Background: an optimization exercise with open tools, aiming at small area and a short achievable clock period. Do not read the settings as production practice. Where RTL was checked, it was by simulation tests only, not by an equivalence proof against the original. Power figures rest on the tool's default switching activity, not on a simulated workload.

== old ==
// fp32_mul
module fp32_mul(
    input wire clk,
    input wire [31:0] a,         
    input wire [31:0] b,         
    input wire [2:0] rm,         
    output reg [31:0] result,    
    output wire nv,              
    output wire of,              
    output wire uf,              
    output wire nx               
);
    function [4:0] msb_index;
        input [31:0] x;
        reg [15:0] x16;
        reg [7:0] x8;
        reg [3:0] x4;
        reg [1:0] x2;
        begin
            msb_index[4] = |x[31:16];
            x16 = msb_index[4] ? x[31:16] : x[15:0];
            msb_index[3] = |x16[15:8];
            x8 = msb_index[3] ? x16[15:8] : x16[7:0];
            msb_index[2] = |x8[7:4];
            x4 = msb_index[2] ? x8[7:4] : x8[3:0];
            msb_index[1] = |x4[3:2];
            x2 = msb_index[1] ? x4[3:2] : x4[1:0];
            msb_index[0] = x2[1];
        end
    endfunction
    function [4:0] lsb_index;
        input [31:0] x;
        reg [15:0] x16;
        reg [7:0] x8;
        reg [3:0] x4;
        reg [1:0] x2;
  ...
For scale: about 2700 cells after synthesis, roughly 250 flip-flops, roughly 100 I/O pins, roughly 26000 µm² of cells after synthesis.
export LEC_CHECK = 0
export CAP_MARGIN = 20
export CORE_MARGIN = 2
export CORE_UTILIZATION = 40
export SETUP_SLACK_MARGIN = 3.9
export SLEW_MARGIN = 20
export SYNTH_HIERARCHICAL = 1
create_clock -name core_clock -period 8.2 [get_ports {clk}]
run.sh (not shown) runs the stock make flow with config.mk's settings and CLKGATE_MAP_FILE= SYNTH_SCRIPT=/design/flow/synth_recipe.tcl, a recipe that flattens the netlist after the stock synthesis.
For new, these inputs were changed with respect to old:
--- a/flow/design.v
+++ b/flow/design.v
@@ -1696,36 +1696,24 @@
         s3_m_rmm <= s2_m_rmm;
         s3_m_away <= s2_m_away;
         s3_invalid <= s2_invalid;
         s3_is_nan <= s2_is_nan;
         s3_is_inf <= s2_is_inf;
         s3_is_zero <= s2_is_zero;
     end
     wire inexact = s3_g | s3_rest;
     wire round_up = (s3_m_rne & s3_g & (s3_mant[0] | s3_rest)) |
                     (s3_m_rmm & s3_g) |
                     (s3_m_away & (s3_hi ? s3_g : inexact));
-    wire [24:0] all_below;
-    genvar gk;
-    generate
-        for (gk = 0; gk <= 24; gk = gk + 1) begin : g_inc
-            if (gk == 0) begin : g_first
-                assign all_below[gk] = 1'b1;
-            end else begin : g_rest
-                assign all_below[gk] = &s3_mant[gk-1:0];
-            end
-        end
-    endgenerate
-    wire [23:0] mant_inc = s3_mant ^ all_below[23:0];
-    wire [24:0] rounded = round_up ? {all_below[24], mant_inc} : {1'b0, s3_mant};
-    wire round_carry = round_up & all_below[24];      
+    wire [24:0] rounded = {1'b0, s3_mant} + {24'b0, round_up};
+    wire round_carry = round_up & (&s3_mant);      
     wire carry = s3_hi | round_carry;
     wire special = s3_is_nan | s3_is_inf | s3_is_zero;
     wire of_to_max = ~(s3_m_rne | s3_m_rmm | s3_m_away);
     wire ovf_early = ~s3_exp_le0 & (s3_exp_ge255 | (s3_exp_eq254 & s3_hi));
     wire ovf_late = ~s3_exp_le0 & s3_exp_eq254 & ~s3_hi & round_carry;
     wire ovf = ovf_early | ovf_late;
     wire fixed = special | ovf_early;
     wire [7:0] fixed_exp = s3_is_zero & ~s3_is_nan & ~s3_is_inf ? 8'h00 :
                            (~special & of_to_max) ? 8'hfe : 8'hff;
     wire [22:0] fixed_mant = s3_is_nan ? 23'h400000 : (~special & of_to_max) ? {23{1'b1}} : 23'b0;
     wire [7:0] res_exp = ovf_late ? (of_to_max ? 8'hfe : 8'hff) :
--- outcome ---
The cell count of new and that of old are within noise of each other. On wire length, old beats new. The lower global-route usage came out of new. old has a lower sequential fraction of design power than new. On die span in y, old and new are basically level. new vs old — post-route worst setup slack rose 0.61 ns. Cell area: new vs old, no meaningful difference. Comparing old and new, the lower via total after detailed routing was measured on old.
No functional check of the RTL was part of old.


Another version of the RTL of fp32_mul (not shown whole).
Size: roughly 2600 cells after synthesis, ~240 flip-flops, roughly 100 I/O pins, ~0.025 mm^2 of cells after synthesis.
Settings: LEC_CHECK=0, CAP_MARGIN=20, CORE_MARGIN=2, CORE_UTILIZATION=40, SETUP_SLACK_MARGIN=3.9, SLEW_MARGIN=20, SYNTH_HIERARCHICAL=1; clock period 8.2 ns.
Next try:
--- a/flow/design.v
+++ b/flow/design.v
@@ -76,37 +76,24 @@
     wire [4:0] pa = msb_index({9'b0, fa});
     wire [4:0] pb = msb_index({9'b0, fb});
     wire [4:0] s0_p = a_sub ? pa : pb;       
     wire [4:0] tza = a_fz ? 5'd23 : lsb_index({9'b0, fa});
     wire [4:0] tzb = b_fz ? 5'd23 : lsb_index({9'b0, fb});
     wire [8:0] s0_esum = {1'b0, ea[7:1], ea[0] | a_sub} + {1'b0, eb[7:1], eb[0] | b_sub};
-    wire [25:0] mbx = {2'b00, ~b_sub, fb, 1'b0};
-    wire [12:0] s0_bneg, s0_bone, s0_btwo;
-    genvar gd;
-    generate
-        for (gd = 0; gd < 13; gd = gd + 1) begin : g_booth
-            assign s0_bneg[gd] = mbx[2*gd+2];
-            assign s0_bone[gd] = mbx[2*gd+1] ^ mbx[2*gd];
-            assign s0_btwo[gd] = (mbx[2*gd+2] & ~mbx[2*gd+1] & ~mbx[2*gd]) |
-                                 (~mbx[2*gd+2] & mbx[2*gd+1] & mbx[2*gd]);
-        end
-    endgenerate
     reg [23:0] ma;
-    reg [12:0] bneg, bone, btwo;    
+    reg [23:0] mb;
     reg s1_one_sub;
     reg [4:0] s1_p;
     reg [4:0] s1_tza, s1_tzb;
     reg [8:0] s1_esum;
     reg s1_sign;
     reg s1_m_rne, s1_m_rmm, s1_m_away;
     reg s1_invalid, s1_is_nan, s1_is_inf, s1_is_zero;
     always @(posedge clk) begin
         ma <= {~a_sub, fa};
-        bneg <= s0_bneg;
-        bone <= s0_bone;
-        btwo <= s0_btwo;
+        mb <= {~b_sub, fb};
         s1_one_sub <= s0_one_sub;
         s1_p <= s0_p;
         s1_tza <= tza;
         s1_tzb <= tzb;
         s1_esum <= s0_esum;
         s1_sign <= s0_sign;
@@ -128,16 +115,57 @@
     wire s1_sticky = (tz1 < {2'b0, sh_left}) | (right_pos & ({3'b0, tz1} < sh_right));
     wire [9:0] s1_exp_full = {1'b0, s1_esum} - (s1_one_sub ? 10'd150 - {5'b0, s1_p} : 10'd127);
     wire [7:0] s1_exp = s1_exp_full[7:0];
     wire s1_exp_le0 = s1_exp_full[9] | (s1_exp_full == 10'd0);
     wire s1_exp_ge255 = ~s1_exp_full[9] & (s1_exp_full >= 10'd255);
     wire s1_exp_eq254 = (s1_exp_full == 10'd254);
-    localparam LOW = 20;
+    localparam LOW = 12;
     wire [47:0] ts;
     wire [47:0] tc;
+    wire [25:0] mbx = {2'b00, mb, 1'b0};
+    wire [12:0] bneg, bone, btwo;
     wire [24:0] max1 = {ma, 1'b0};    
+    assign bneg[0] = mbx[2];
+    assign bone[0] = mbx[1] ^ mbx[0];
+    assign btwo[0] = (mbx[2] & ~mbx[1] & ~mbx[0]) | (~mbx[2] & mbx[1] & mbx[0]);
+    assign bneg[1] = mbx[4];
+    assign bone[1] = mbx[3] ^ mbx[2];
+    assign btwo[1] = (mbx[4] & ~mbx[3] & ~mbx[2]) | (~mbx[4] & mbx[3] & mbx[2]);
+    assign bneg[2] = mbx[6];
+    assign bone[2] = mbx[5] ^ mbx[4];
+    assign btwo[2] = (mbx[6] & ~mbx[5] & ~mbx[4]) | (~mbx[6] & mbx[5] & mbx[4]);
+    assign bneg[3] = mbx[8];
+    assign bone[3] = mbx[7] ^ mbx[6];
+    assign btwo[3] = (mbx[8] & ~mbx[7] & ~mbx[6]) | (~mbx[8] & mbx[7] & mbx[6]);
+    assign bneg[4] = mbx[10];
+    assign bone[4] = mbx[9] ^ mbx[8];
+    assign btwo[4] = (mbx[10] & ~mbx[9] & ~mbx[8]) | (~mbx[10] & mbx[9] & mbx[8]);
+    assign bneg[5] = mbx[12];
+    assign bone[5] = mbx[11] ^ mbx[10];
+    assign btwo[5] = (mbx[12] & ~mbx[11] & ~mbx[10]) | (~mbx[12] & mbx[11] & mbx[10]);
+    assign bneg[6] = mbx[14];
+    assign bone[6] = mbx[13] ^ mbx[12];
+    assign btwo[6] = (mbx[14] & ~mbx[13] & ~mbx[12]) | (~mbx[14] & mbx[13] & mbx[12]);
+    assign bneg[7] = mbx[16];
+    assign bone[7] = mbx[15] ^ mbx[14];
+    assign btwo[7] = (mbx[16] & ~mbx[15] & ~mbx[14]) | (~mbx[16] & mbx[15] & mbx[14]);
+    assign bneg[8] = mbx[18];
+    assign bone[8] = mbx[17] ^ mbx[16];
+    assign btwo[8] = (mbx[18] & ~mbx[17] & ~mbx[16]) | (~mbx[18] & mbx[17] & mbx[16]);
+    assign bneg[9] = mbx[20];
+    assign bone[9] = mbx[19] ^ mbx[18];
+    assign btwo[9] = (mbx[20] & ~mbx[19] & ~mbx[18]) | (~mbx[20] & mbx[19] & mbx[18]);
+    assign bneg[10] = mbx[22];
+    assign bone[10] = mbx[21] ^ mbx[20];
+    assign btwo[10] = (mbx[22] & ~mbx[21] & ~mbx[20]) | (~mbx[22] & mbx[21] & mbx[20]);
+    assign bneg[11] = mbx[24];
+    assign bone[11] = mbx[23] ^ mbx[22];
+    assign btwo[11] = (mbx[24] & ~mbx[23] & ~mbx[22]) | (~mbx[24] & mbx[23] & mbx[22]);
+    assign bneg[12] = mbx[26];
+    assign bone[12] = mbx[25] ^ mbx[24];
+    assign btwo[12] = (mbx[26] & ~mbx[25] & ~mbx[24]) | (~mbx[26] & mbx[25] & mbx[24]);
     wire [324:0] pp;
     wire bs0_0;
     fp32_mul_bsel u_bs0_0 (.one(bone[0]), .two(btwo[0]), .x1(ma[0]), .x2(max1[0]), .y(bs0_0));
     fp32_mul_bneg u_bn0_0 (.y(bs0_0), .neg(bneg[0]), .p(pp[0]));
     wire bs0_1;
     fp32_mul_bsel u_bs0_1 (.one(bone[0]), .two(btwo[0]), .x1(ma[1]), .x2(max1[1]), .y(bs0_1));
After rerunning: The changed run ran to the end with no violations; design area climbs by a few percent; setup slack improved by 120 ps; total power drops by about a fifth; worst hold slack is about the same; register-to-register slack improved by 130 ps; die area climbs by a few percent; non-clock buffer count climbs by 69; via count climbs by a little under a tenth; synthesized area climbs by a few percent; sequential power drops by a few percent; combinational power drops by about a fifth; global-route usage climbs by 2.6 points; utilization climbs by 1.2 points.
Function was not checked in any run of this note: the RTL went through the layout flow alone.

-- static timing again, ports no longer ideal --
How much do the figures lean on ideal ports? The routed layouts below were timed once more, with nothing changed but the port constraints.
Step 1 assumes that a clkbuf_16 drives the clock port and a buf_2 every other input.
Step 2 times the ports against the registers' clock, not the clock port: input delays grow and output delays shrink by t, the midpoint of the rising clock arrivals with the driver on.
Slacks: ideal ports / drivers / drivers and shift; pairs: ideal ports / drivers.
| run | t, ns | setup slack, ns | worst setup path at the end |
|---|---|---|---|
| old | 0.610 | 3.252 / 3.195 / 3.578 | input to register |
| new | 0.635 | 3.859 / 3.803 / 3.516 | input to register |
| the first run of note 2 | 0.609 | 3.636 / 3.580 / 3.477 | input to register |
| the second run of note 2 | 0.632 | 3.759 / 3.702 / 3.451 | input to register |
After both steps setup and hold are still met in every run listed. The setup slack of new, which loses most, moves by -0.056 ns with the drivers and by -0.343 ns with both steps.
